What follows belongs to an exercise in optimizing a design on an open flow for small area, a short achievable clock period and few clock cycles; a production flow would make more cautious choices. At most, simulation tests tie the RTL to the original design; equivalence was not proved.

## before
// Cfu
module Cfu (
  input               cmd_valid,
  output              cmd_ready,
  input      [9:0]    cmd_payload_function_id,
  input      [31:0]   cmd_payload_inputs_0,
  input      [31:0]   cmd_payload_inputs_1,
  output              rsp_valid,
  input               rsp_ready,
  output     [31:0]   rsp_payload_outputs_0,
  input               reset,
  input               clk
);
export LEC_CHECK = 0
export CAP_MARGIN = 20
export CORE_MARGIN = 2
export CORE_UTILIZATION = 40
export SETUP_SLACK_MARGIN = 1.5
export SLEW_MARGIN = 20
export SYNTH_HIERARCHICAL = 1
export SYNTH_MINIMUM_KEEP_SIZE = 0
create_clock -name core_clock -period 13.5 [get_ports {clk}]
standard.sh (not shown) runs the stock make flow with config.mk's settings and CLKGATE_MAP_FILE= SYNTH_SCRIPT=/design/flow/synth_recipe.tcl, a recipe that flattens the netlist after the stock synthesis.
==> flow/flow/run.sh <==
#!/bin/bash
# Standard layout, with the port buffers made from sky130_fd_sc_hd__buf_2 cells instead of
# the delay cells the flow picks by default.  make's output goes to
# standard.log; each tool's own log is under orfs/logs/.
set -euo pipefail
export BUFFER_PORTS_ARGS="-buffer_cell sky130_fd_sc_hd__buf_2"
bash standard.sh > standard.log 2>&1
Per the final summary, before finished and its layout is clean on timing, DRC and antenna.
Testbench counts of before, summed over its fixed seeds: cycles 2,112.
The following lists how after was set up differently from before:
--- a/flow/design.v
+++ b/flow/design.v
@@ -29,12 +29,24 @@
 module O21AI (input a, input b, input c, output y);
 assign y = ~((a | b) & c);
 endmodule
 module OR2 (input a, input b, output y);
 assign y = a | b;
 endmodule
+module HAP (
+  input  a,
+  input  b,
+  output s,
+  output co
+);
+assign s  = a ^ b;
+assign co = a & b;
+endmodule
+module MUX2 (input a, input b, input c, output y);
+assign y = c ? a : b;
+endmodule
 module Bitblade (
   input         sel8,    
   input         op3,     
   input  [31:0] in_a,
   input  [31:0] in_b,
   input  [31:0] acc,     
@@ -1882,13 +1894,46 @@
 XOR2 u1046 (.a(k931), .b(k1026), .y(k1046));
 wire ck1047;
 assign ck1047 = k1027;
 wire [18:0] lo = {k1046, k1045, k1044, k1043, k1042, k1041, k1040, k1039, k1038, k1037, k1036, k1035, k1034, k1033, k1032, k1031, k1030, k1029, S1028};
 wire [12:0] inc = acc[31:19] + 1'b1;
 wire [31:0] sum = {ck1047 ? inc : acc[31:19], lo};
-wire [31:0] rspv = {(op3 & ck1047) ? inc : acc[31:19] & {13{keep | op3}}, lo & {19{op3}} | acc[18:0] & {19{keep}}};
+wire [12:0] hi1 = op3 ? inc : acc[31:19] & {13{keep}};
+wire [12:0] hi0 = acc[31:19] & {13{keep | op3}};
+wire k1048;
+O21AI u1048 (.a(k1017), .b(k1001), .c(k1016), .y(k1048));
+wire k1049;
+O21AI u1049 (.a(k1017), .b(k1001), .c(k1016), .y(k1049));
+wire k1050;
+MUX2 u1050 (.a(hi1[0]), .b(hi0[0]), .c(k1027), .y(k1050));
+wire k1051;
+MUX2 u1051 (.a(hi1[1]), .b(hi0[1]), .c(k1027), .y(k1051));
+wire k1052;
+MUX2 u1052 (.a(hi1[2]), .b(hi0[2]), .c(k1027), .y(k1052));
+wire k1053;
+MUX2 u1053 (.a(hi1[3]), .b(hi0[3]), .c(k1027), .y(k1053));
+wire k1054;
+MUX2 u1054 (.a(hi1[4]), .b(hi0[4]), .c(k1027), .y(k1054));
+wire k1055;
+MUX2 u1055 (.a(hi1[5]), .b(hi0[5]), .c(k1048), .y(k1055));
+wire k1056;
+MUX2 u1056 (.a(hi1[6]), .b(hi0[6]), .c(k1048), .y(k1056));
+wire k1057;
+MUX2 u1057 (.a(hi1[7]), .b(hi0[7]), .c(k1048), .y(k1057));
+wire k1058;
+MUX2 u1058 (.a(hi1[8]), .b(hi0[8]), .c(k1048), .y(k1058));
+wire k1059;
+MUX2 u1059 (.a(hi1[9]), .b(hi0[9]), .c(k1049), .y(k1059));
+wire k1060;
+MUX2 u1060 (.a(hi1[10]), .b(hi0[10]), .c(k1049), .y(k1060));
+wire k1061;
+MUX2 u1061 (.a(hi1[11]), .b(hi0[11]), .c(k1049), .y(k1061));
+wire k1062;
+MUX2 u1062 (.a(hi1[12]), .b(hi0[12]), .c(k1049), .y(k1062));
+wire [12:0] hi = {k1062, k1061, k1060, k1059, k1058, k1057, k1056, k1055, k1054, k1053, k1052, k1051, k1050};
+wire [31:0] rspv = {hi, lo & {19{op3}} | acc[18:0] & {19{keep}}};
 assign psum = sum[10:0];
 assign rsp = rspv;
 endmodule
 module Cfu (
   input               cmd_valid,
   output              cmd_ready,
- after against before: utilization dropped 0.50 points, setup slack rose 0.085 ns, clock-pin slew reported for the worst setup and hold paths after clock tree synthesis did not really move.
- Sequential share of layout area delta for after relative to before: 0.22 points lower
- The final cycle utilization of the critical path of after falls short of that of before by 0.63 points.
- Looking at core region area across before and after, the one that comes out higher is after.
- Re met1 layer wirelength in the final routing: before and after aren't equal, and the higher value belongs to after.
- The run showing the greater floorplan die width is after.
- Re storage element area: no difference whatsoever between before and after.
- after vs before: hold slack up
- Comparing before and after, final area is higher on after.
- Between before and after, layout net count is higher for after, before comes in under that.
Function not checked in after: the RTL went through the layout flow alone.

[re-timing with driven ports]
Ports are ideal in the flow. The routed layouts listed here were re-timed in OpenROAD.
Step 1 assumes that a clkbuf_16 drives the clock port and a buf_2 every other input.
Step 2 also shifts input and output timing later by t, the mid clock arrival at the registers, as if the neighbouring blocks saw the same clock.
Three values: no drivers, after step 1, after step 2; two values: the first two.
run	t (ns)	setup WS [ns]	worst setup path after step 2	latest minus earliest clock arrival (ns)	pins driven straight from the clock port
before	0.320	1.862 / 1.842 / 1.842	input to output	0.008 / 0.009	1
after	0.321	1.947 / 1.926 / 1.926	input to output	0.012 / 0.012	1
After both steps every run listed still meets setup and hold. For after, which loses most, drivers alone change the setup slack by -0.021 ns; drivers and shift together by -0.021 ns.
